Background: an optimization exercise with open tools, aiming at small area, a short achievable clock period and few clock cycles. Do not read the settings as production practice. At most, simulation tests tie the RTL to the original design; equivalence was not proved. Power and IR drop assume default switching activity.

==> inputs of run a <==
// MatrixMultUnit
module MatrixMultUnit(
  input  wire reset_n,
  input  wire clk,
  input  wire dut_valid,
  output wire dut_ready,
  output wire        dut__tb__sram_input_write_enable,
  output wire [15:0] dut__tb__sram_input_write_address,
  output wire [31:0] dut__tb__sram_input_write_data,
  output wire [15:0] dut__tb__sram_input_read_address,
  input  wire [31:0] tb__dut__sram_input_read_data,
  output wire        dut__tb__sram_weight_write_enable,
  output wire [15:0] dut__tb__sram_weight_write_address,
  output wire [31:0] dut__tb__sram_weight_write_data,
  output wire [15:0] dut__tb__sram_weight_read_address,
  input  wire [31:0] tb__dut__sram_weight_read_data,
  output wire        dut__tb__sram_result_write_enable,
  output wire [15:0] dut__tb__sram_result_write_address,
  output wire [31:0] dut__tb__sram_result_write_data,
  output wire [15:0] dut__tb__sram_result_read_address,
  input  wire [31:0] tb__dut__sram_result_read_data,
  output wire        dut__tb__sram_scratchpad_write_enable,
  output wire [15:0] dut__tb__sram_scratchpad_write_address,
  output wire [31:0] dut__tb__sram_scratchpad_write_data,
  output wire [15:0] dut__tb__sram_scratchpad_read_address,
  input  wire [31:0] tb__dut__sram_scratchpad_read_data
);
localparam S_IDLE  = 3'd0;
localparam S_LOAD0 = 3'd1;    
  ...
Settings: LEC_CHECK=0, ABC_CLOCK_PERIOD_IN_PS=3000, CAP_MARGIN=20, CORE_MARGIN=2, CORE_UTILIZATION=40, SLEW_MARGIN=20, SYNTH_HIERARCHICAL=1; clock period 10.0 ns.
standard.sh (not shown) runs the stock make flow with config.mk's settings and CLKGATE_MAP_FILE= SYNTH_SCRIPT=/design/flow/synth_recipe.tcl, a recipe that flattens the netlist after the stock synthesis.
==> flow/flow/run.sh <==
#!/bin/bash
# The standard layout (standard synthesis included), with timing repair
# aiming at 6.85 ns of setup slack instead of 0.
set -euo pipefail
bash standard.sh SETUP_SLACK_MARGIN=6.85 finish > standard_flow.log 2>&1
==> inputs of run b, as changes to run a <==
Settings changed: CORE_UTILIZATION 40 to 70, PLACE_DENSITY set to 0.8.
==> impl_metrics.tcl <==
set metrics [dict create \
    status "no timing/DRC/antenna violations" \
    final_cell_mix "nand2_1 (616), fa_1 (474), dfxtp_1 (311), inv_1 (235), clkdlybuf4s50_1 (130)" \
    vias_per_cell 6.19 \
    regArea_sq_um 10300 \
    wl_per_cell_microns 24.8 \
    min_to "first2$_DFF_P_" \
    coreArea_sq_um 45600 \
    stdcell_area_sq_um 36400 \
    startpoint "we$_DFF_PN0_" \
]
[end of results for run b]
==> impl_metrics.tcl <==
set metrics [dict create \
    final_cell_mix "nand2_1 (615), fa_1 (474), dfxtp_1 (309), inv_1 (235), clkdlybuf4s50_1 (130)" \
    finalSetupTns_ns 0 \
    wl_per_cell_microns 19.9 \
    stdcell_area_sq_um 37700 \
    setup_violations 0 \
    ctsHoldBuffers 0 \
    chipHeight_microns 289 \
    regArea_sq_um 10300 \
    min_to "first3$_DFF_P_" \
    status "no timing/DRC/antenna violations" \
]
[end of results for run a]
No functional check of the RTL was part of any run of this note.

* * *

==> inputs of run F <==
Another version of the RTL of MatrixMultUnit (not shown whole).
==> flow/config.mk <==
export PLATFORM = sky130hd
export DESIGN_NAME = MatrixMultUnit
export DESIGN_NICKNAME = MatrixMultUnit
export VERILOG_FILES = /design/flow/design.v
export SDC_FILE = /design/flow/constraint.sdc
export NUM_CORES = 4
export LEC_CHECK = 0
export ABC_CLOCK_PERIOD_IN_PS = 3000
export CAP_MARGIN = 20
export CORE_MARGIN = 2
export CORE_UTILIZATION = 40
export SLEW_MARGIN = 20
==> flow/constraint.sdc <==
create_clock -name core_clock -period 10.0 [get_ports {clk}]
set_input_delay 2.0000 -clock core_clock [delete_from_list [all_inputs] [get_ports {clk}]]
set_output_delay 2.0000 -clock core_clock [all_outputs]
set_load 0.01 [all_outputs]
==> flow/flow/run.sh <==
#!/bin/bash
# The standard layout, with timing repair aiming at 6.8 ns of setup slack.
set -euo pipefail
bash standard.sh SETUP_SLACK_MARGIN=6.8 finish > standard_flow.log 2>&1
==> run R: changes against run F <==
==> flow/flow/run.sh (replaced) <==
#!/bin/bash
# The standard layout, with timing repair aiming at 6.5 ns of setup slack.
set -euo pipefail
bash standard.sh SETUP_SLACK_MARGIN=6.5 finish > standard_flow.log 2>&1
==> results.txt <==
quantity                                                                        run R                    run F
Status                                                        complete, no violations  complete, no violations
Pin count of the biggest net entering global routing                               63                       62
Achievable frequency                                                        0.284 GHz                0.292 GHz
Finished Core Util                                                              0.467                    0.480
Via Count                                                                      22,300                   22,600
Number of ordinary and repair buffers in the finished layout                      358                      428
Number of buffer and inverter stages on the critical path                           2                        3
Clock network power share                                                       0.194                    0.182
Static Leak                                                                   17.9 nW                  18.3 nW
Max_slew headroom                                                               0.245                    0.422
Number of placed cells counting well taps                                       4,489                    4,492
Vias in the first global route                                                 23,600                   24,100
Worst setup slack after placement                                             6310 ps                  6370 ps
Clock buffer count from CTS                                                        54                       53
Sum of net half-perimeters after detailed placement                         62,300 um                62,500 um
No run of this note included a check of the RTL's function; only the layout flow was run.

* * *

==> 06-12: inputs <==
Another version of the RTL of MatrixMultUnit (not shown whole).
// MatrixMultUnit
module MatrixMultUnit(
  input  wire reset_n,
  input  wire clk,
  input  wire dut_valid,
  output wire dut_ready,
  output wire        dut__tb__sram_input_write_enable,
  output wire [15:0] dut__tb__sram_input_write_address,
  output wire [31:0] dut__tb__sram_input_write_data,
  output wire [15:0] dut__tb__sram_input_read_address,
  input  wire [31:0] tb__dut__sram_input_read_data,
  output wire        dut__tb__sram_weight_write_enable,
  output wire [15:0] dut__tb__sram_weight_write_address,
  output wire [31:0] dut__tb__sram_weight_write_data,
  output wire [15:0] dut__tb__sram_weight_read_address,
  input  wire [31:0] tb__dut__sram_weight_read_data,
  output wire        dut__tb__sram_result_write_enable,
  output wire [15:0] dut__tb__sram_result_write_address,
  output wire [31:0] dut__tb__sram_result_write_data,
  output wire [15:0] dut__tb__sram_result_read_address,
  input  wire [31:0] tb__dut__sram_result_read_data,
  output wire        dut__tb__sram_scratchpad_write_enable,
  output wire [15:0] dut__tb__sram_scratchpad_write_address,
  output wire [31:0] dut__tb__sram_scratchpad_write_data,
  output wire [15:0] dut__tb__sram_scratchpad_read_address,
  input  wire [31:0] tb__dut__sram_scratchpad_read_data
);
Settings: LEC_CHECK=0, ABC_CLOCK_PERIOD_IN_PS=3000, CAP_MARGIN=20, CORE_MARGIN=2, CORE_UTILIZATION=65, SLEW_MARGIN=20, SYNTH_HIERARCHICAL=1; clock period 10.0 ns.
==> flow/flow/run.sh <==
#!/bin/bash
# The standard layout (standard synthesis included), with timing repair
# aiming at 6.8 ns of setup slack instead of 0.
set -euo pipefail
bash standard.sh SETUP_SLACK_MARGIN=6.8 finish > standard_flow.log 2>&1
==> 05-05: changes against 06-12 <==
==> flow/flow/run.sh (replaced) <==
#!/bin/bash
# The standard layout (standard synthesis included), with timing repair
# aiming at 6.9 ns of setup slack instead of 0.
set -euo pipefail
bash standard.sh SETUP_SLACK_MARGIN=6.9 finish > standard_flow.log 2>&1
==> 11-03: changes against 06-12 <==
==> flow/flow/run.sh (replaced) <==
#!/bin/bash
# The standard layout (standard synthesis included), with timing repair
# aiming at 6.85 ns of setup slack instead of 0.
set -euo pipefail
bash standard.sh SETUP_SLACK_MARGIN=6.85 finish > standard_flow.log 2>&1
==> results.txt <==
The lowest worst setup slack belongs to 06-12, the highest to 05-05.
Register-to-register slack: 06-12 < 11-03 < 05-05.
Area after synthesis is the same in 05-05 and 11-03.
Die area is the same in 06-12 and 05-05.
Against 11-03, the routed wire length of 06-12 is lower by about 0.4%.
Clock power is about the same in 06-12 and 05-05.
The lowest maximum frequency belongs to 06-12, the highest to 05-05.
==> figures <==
|  | 05-05 | 06-12 | 11-03 |
|---|---|---|---|
| Routed wl met2 | 39360 um | 39160 um | 39210 um |
| Starting DRC count in detailed routing | 2501 | 2703 | 2789 |
| Register-to-register setup slack | 6930 ps | 6860 ps | 6900 ps |
| Final worst hold slack | 331.5 ps | 330.7 ps | 331.6 ps |
| Worst IR Drop VDD | 0.2239 mV | 0.2293 mV | 0.2320 mV |
| Met2 track demand over resource | 0.5443 | 0.5455 | 0.5461 |
| Lkg Pwr | 0.01409 uW | 0.01395 uW | 0.01403 uW |
| Area used by multi-input combinational logic | 0.01842 sq mm | 0.01839 sq mm | 0.01841 sq mm |
| Clock latency reported for the late side of the worst-skew pair | 600 ps | 590 ps | 600 ps |
| Max frequency | 311.5 MHz | 304.6 MHz | 304.8 MHz |
| Part of the power in registers | 0.280 | 0.280 | 0.281 |
| Status | complete, no violations | complete, no violations | complete, no violations |
| Overall routing resource usage | 0.3427 | 0.3412 | 0.3422 |
| Non-clock buffering overhead | 0.07795 | 0.08583 | 0.07537 |
| Switching power of the nets | 4128 uW | 4124 uW | 4130 uW |
| Via count normalized by instance count | 6.125 | 6.126 | 6.154 |
No run of this note included a check of the RTL's function; only the layout flow was run.

* * *

==> inputs of lagoon <==
Another version of the RTL of MatrixMultUnit (not shown whole).
Design MatrixMultUnit, start of the top module:
module MatrixMultUnit(
  input  wire reset_n,
  input  wire clk,
  input  wire dut_valid,
  output wire dut_ready,
  output wire        dut__tb__sram_input_write_enable,
  output wire [15:0] dut__tb__sram_input_write_address,
  output wire [31:0] dut__tb__sram_input_write_data,
  output wire [15:0] dut__tb__sram_input_read_address,
  input  wire [31:0] tb__dut__sram_input_read_data,
  output wire        dut__tb__sram_weight_write_enable,
  output wire [15:0] dut__tb__sram_weight_write_address,
  output wire [31:0] dut__tb__sram_weight_write_data,
  output wire [15:0] dut__tb__sram_weight_read_address,
  input  wire [31:0] tb__dut__sram_weight_read_data,
  output wire        dut__tb__sram_result_write_enable,
  output wire [15:0] dut__tb__sram_result_write_address,
  output wire [31:0] dut__tb__sram_result_write_data,
  output wire [15:0] dut__tb__sram_result_read_address,
  ...
==> flow/config.mk <==
export PLATFORM = sky130hd
export DESIGN_NAME = MatrixMultUnit
export DESIGN_NICKNAME = MatrixMultUnit
export VERILOG_FILES = /design/flow/design.v
export SDC_FILE = /design/flow/constraint.sdc
export NUM_CORES = 4
export LEC_CHECK = 0
export ABC_CLOCK_PERIOD_IN_PS = 3000
export CAP_MARGIN = 20
export CORE_MARGIN = 2
export CORE_UTILIZATION = 40
export SLEW_MARGIN = 20
export SYNTH_HIERARCHICAL = 1
==> flow/constraint.sdc <==
create_clock -name core_clock -period 10.0 [get_ports {clk}]
set_input_delay 2.0000 -clock core_clock [delete_from_list [all_inputs] [get_ports {clk}]]
set_output_delay 2.0000 -clock core_clock [all_outputs]
set_load 0.01 [all_outputs]
==> flow/flow/run.sh <==
#!/bin/bash
# The standard layout (standard synthesis included), with timing repair
# aiming at 6.9 ns of setup slack instead of 0.
set -euo pipefail
bash standard.sh SETUP_SLACK_MARGIN=6.9 finish > standard_flow.log 2>&1
==> inputs of sierra, as changes to lagoon <==
--- a/flow/design.v
+++ b/flow/design.v
@@ -32,13 +32,13 @@
 localparam S_DRAIN = 3'd5;    
 localparam P_QKV = 2'd0;
 localparam P_S   = 2'd1;
 localparam P_Z   = 2'd2;
 localparam P_END = 2'd3;
 reg  [2:0]  state;
-reg         ready;
+reg         busy;
 reg  [1:0]  phase;
 reg  [1:0]  m;           
 reg  [6:0]  t;           
 reg  [4:0]  j;           
 reg  [4:0]  i;           
 reg  [4:0]  n_r, d_r;
@@ -59,25 +59,25 @@
 wire [11:0] b_col = b_base + 12'd1;
 wire [11:0] nd2 = {2'b00, nd, 1'b0};
 wire [10:0] nd3 = {2'b00, nd} + {1'b0, nd, 1'b0};
 always @(posedge clk or negedge reset_n) begin
   if (!reset_n) begin
     state <= S_IDLE;
-    ready <= 1'b1;
+    busy  <= 1'b0;
   end else begin
     case (state)
-      S_IDLE:  if (dut_valid) begin state <= S_LOAD0; ready <= 1'b0; end
+      S_IDLE:  if (dut_valid) begin state <= S_LOAD0; busy <= 1'b1; end
       S_LOAD0: state <= S_LOAD1;
       S_LOAD1: state <= S_LOAD2;
       S_LOAD2: state <= S_RUN;
       S_RUN:   if (lt & lj & li & (phase != P_QKV)) state <= S_DRAIN;
       S_DRAIN: if (dcnt == 3'd0) begin
-                 if (phase == P_END) begin state <= S_IDLE; ready <= 1'b1; end
+                 if (phase == P_END) begin state <= S_IDLE; busy <= 1'b0; end
                  else state <= S_RUN;
                end
-      default: begin state <= S_IDLE; ready <= 1'b1; end
+      default: begin state <= S_IDLE; busy <= 1'b0; end
     endcase
   end
 end
 always @(posedge clk) begin
   case (state)
     S_IDLE, S_LOAD0: begin
@@ -209,13 +209,13 @@
   .clk(clk),
   .a(op_a),
   .b(op_b),
   .zero_acc(first3),
   .acc(acc)
 );
-assign dut_ready = ready;
+assign dut_ready = ~busy;
 assign dut__tb__sram_input_write_enable   = 1'b0;
 assign dut__tb__sram_input_write_address  = 16'd0;
 assign dut__tb__sram_input_write_data     = 32'd0;
 assign dut__tb__sram_weight_write_enable  = 1'b0;
 assign dut__tb__sram_weight_write_address = 16'd0;
 assign dut__tb__sram_weight_write_data    = 32'd0;
==> flow/flow/run.sh (replaced) <==
#!/bin/bash
# The standard layout (standard synthesis included), with timing repair
# aiming at 6.85 ns of setup slack instead of 0.
set -euo pipefail
bash standard.sh SETUP_SLACK_MARGIN=6.85 finish > standard_flow.log 2>&1
--- a/flow/config.mk
+++ b/flow/config.mk
@@ -5,9 +5,9 @@
 export SDC_FILE = /design/flow/constraint.sdc
 export NUM_CORES = 4
 export LEC_CHECK = 0
 export ABC_CLOCK_PERIOD_IN_PS = 3000
 export CAP_MARGIN = 20
 export CORE_MARGIN = 2
-export CORE_UTILIZATION = 40
+export CORE_UTILIZATION = 75
 export SLEW_MARGIN = 20
 export SYNTH_HIERARCHICAL = 1
==> inputs of tundra, as changes to lagoon <==
--- a/flow/design.v
+++ b/flow/design.v
@@ -32,13 +32,13 @@
 localparam S_DRAIN = 3'd5;    
 localparam P_QKV = 2'd0;
 localparam P_S   = 2'd1;
 localparam P_Z   = 2'd2;
 localparam P_END = 2'd3;
 reg  [2:0]  state;
-reg         ready;
+reg         busy;
 reg  [1:0]  phase;
 reg  [1:0]  m;           
 reg  [6:0]  t;           
 reg  [4:0]  j;           
 reg  [4:0]  i;           
 reg  [4:0]  n_r, d_r;
@@ -59,25 +59,25 @@
 wire [11:0] b_col = b_base + 12'd1;
 wire [11:0] nd2 = {2'b00, nd, 1'b0};
 wire [10:0] nd3 = {2'b00, nd} + {1'b0, nd, 1'b0};
 always @(posedge clk or negedge reset_n) begin
   if (!reset_n) begin
     state <= S_IDLE;
-    ready <= 1'b1;
+    busy  <= 1'b0;
   end else begin
     case (state)
-      S_IDLE:  if (dut_valid) begin state <= S_LOAD0; ready <= 1'b0; end
+      S_IDLE:  if (dut_valid) begin state <= S_LOAD0; busy <= 1'b1; end
       S_LOAD0: state <= S_LOAD1;
       S_LOAD1: state <= S_LOAD2;
       S_LOAD2: state <= S_RUN;
       S_RUN:   if (lt & lj & li & (phase != P_QKV)) state <= S_DRAIN;
       S_DRAIN: if (dcnt == 3'd0) begin
-                 if (phase == P_END) begin state <= S_IDLE; ready <= 1'b1; end
+                 if (phase == P_END) begin state <= S_IDLE; busy <= 1'b0; end
                  else state <= S_RUN;
                end
-      default: begin state <= S_IDLE; ready <= 1'b1; end
+      default: begin state <= S_IDLE; busy <= 1'b0; end
     endcase
   end
 end
 always @(posedge clk) begin
   case (state)
     S_IDLE, S_LOAD0: begin
@@ -209,13 +209,13 @@
   .clk(clk),
   .a(op_a),
   .b(op_b),
   .zero_acc(first3),
   .acc(acc)
 );
-assign dut_ready = ready;
+assign dut_ready = ~busy;
 assign dut__tb__sram_input_write_enable   = 1'b0;
 assign dut__tb__sram_input_write_address  = 16'd0;
 assign dut__tb__sram_input_write_data     = 32'd0;
 assign dut__tb__sram_weight_write_enable  = 1'b0;
 assign dut__tb__sram_weight_write_address = 16'd0;
 assign dut__tb__sram_weight_write_data    = 32'd0;
==> flow/flow/run.sh (replaced) <==
#!/bin/bash
# The standard layout (standard synthesis included), with timing repair
# aiming at 6.85 ns of setup slack instead of 0.
set -euo pipefail
bash standard.sh SETUP_SLACK_MARGIN=6.85 finish > standard_flow.log 2>&1
==> flow/config.mk (replaced) <==
export PLATFORM = sky130hd
export DESIGN_NAME = MatrixMultUnit
export DESIGN_NICKNAME = MatrixMultUnit
export VERILOG_FILES = /design/flow/design.v
export SDC_FILE = /design/flow/constraint.sdc
export NUM_CORES = 4
export LEC_CHECK = 0
export ABC_CLOCK_PERIOD_IN_PS = 4000
export CAP_MARGIN = 20
export CORE_MARGIN = 2
export CORE_UTILIZATION = 40
export SLEW_MARGIN = 20
export SYNTH_HIERARCHICAL = 1
==> results.py <==
metrics = {
    "status": {
        "status": "finished clean",
    },
    "die": {
        "rows": 76,
    },
    "worst_setup_path": {
        "critPathKind": "reg -> reg",
        "cp_num_buf_inv": 1,
        "r2r_start": "n_r[0]$_DFFE_PP_",
    },
    "pwr": {
        "comb_power_share": 0.631,
    },
    "cells_and_area": {
        "signal_buffers": 357,
        "nNetsFinal": 4024,
        "final_core_util": 0.848,
        "final.clkbuf_count": 70,
    },
    "synthesis": {
        "netlist_instances": 3134,
    },
    "routing": {
        "dr.pass1.iters": 14,
    },
}
(the above is from sierra)
==> results.py <==
metrics = {
    "cells_and_area": {
        "final.clkbuf_count": 67,
        "nNetsFinal": 4027,
        "signal_buffers": 370,
    },
    "routing": {
        "dr.pass1.iters": 5,
    },
    "die": {
        "rows": 104,
    },
    "status": {
        "status": "finished clean",
    },
    "synthesis": {
        "netlist_instances": 3117,
    },
    "pwr": {
        "comb_power_share": 0.493,
    },
    "worst_setup_path": {
        "cp_num_buf_inv": 1,
        "critPathKind": "reg -> out",
    },
}
(the above is from lagoon)
==> results.py <==
metrics = {
    "worst_setup_path": {
        "critPathKind": "reg -> out",
        "cp_num_buf_inv": 2,
        "r2r_start": "t[3]$_SDFFCE_PP0P_",
    },
    "clocking": {
        "root_buffer": "clkbuf_16",
    },
    "synthesis": {
        "netlist_instances": 3134,
    },
    "cells_and_area": {
        "signal_buffers": 369,
        "nNetsFinal": 4040,
        "final.clkbuf_count": 75,
        "final_core_util": 0.468,
    },
    "status": {
        "status": "finished clean",
    },
    "pwr": {
        "comb_power_share": 0.601,
    },
    "die": {
        "rows": 104,
    },
    "routing": {
        "dr.pass1.iters": 6,
    },
}
(the above is from tundra)
Testbench counts of lagoon, summed over its fixed seeds: cycles 565,141.
The RTL of sierra and tundra was laid out without a check of its function.

## what the ideal ports hide
The results above use ideal ports. As a check the final layouts listed here were re-extracted and re-timed, cells and wires unchanged. Step 1 (the two cells are an assumption about what drives the block):
set clk [get_ports {clk}]
set_driving_cell -lib_cell sky130_fd_sc_hd__clkbuf_16 $clk
set_driving_cell -lib_cell sky130_fd_sc_hd__buf_2 [delete_from_list [all_inputs] $clk]
Step 2 adds t to the input delays and takes it off the output delays; t is the mean of the earliest and latest rising clock arrival at the registers after step 1. Input paths then give back, and output paths get back, about the clock's delay inside the block. Three values: ideal, step 1, step 2; two values: the first two.
run	t, ns	setup slack, ns	worst setup path after step 2
run a	0.697	6.789 / 6.724 / 6.593	input to register
run b	0.664	6.731 / 6.671 / 6.565	input to register
run F	0.671	6.579 / 6.515 / 6.638	register to register
run R	0.674	6.477 / 6.415 / 6.511	register to register
06-12	0.649	6.717 / 6.653 / 6.837	input to register
05-05	0.647	6.789 / 6.730 / 6.839	input to register
11-03	0.647	6.719 / 6.659 / 6.831	input to register
lagoon	0.684	6.742 / 6.677 / 6.685	input to register
sierra	0.676	6.708 / 6.708 / 6.680	input to register
tundra	0.697	6.789 / 6.724 / 6.593	input to register
After both steps every run listed still meets setup and hold.
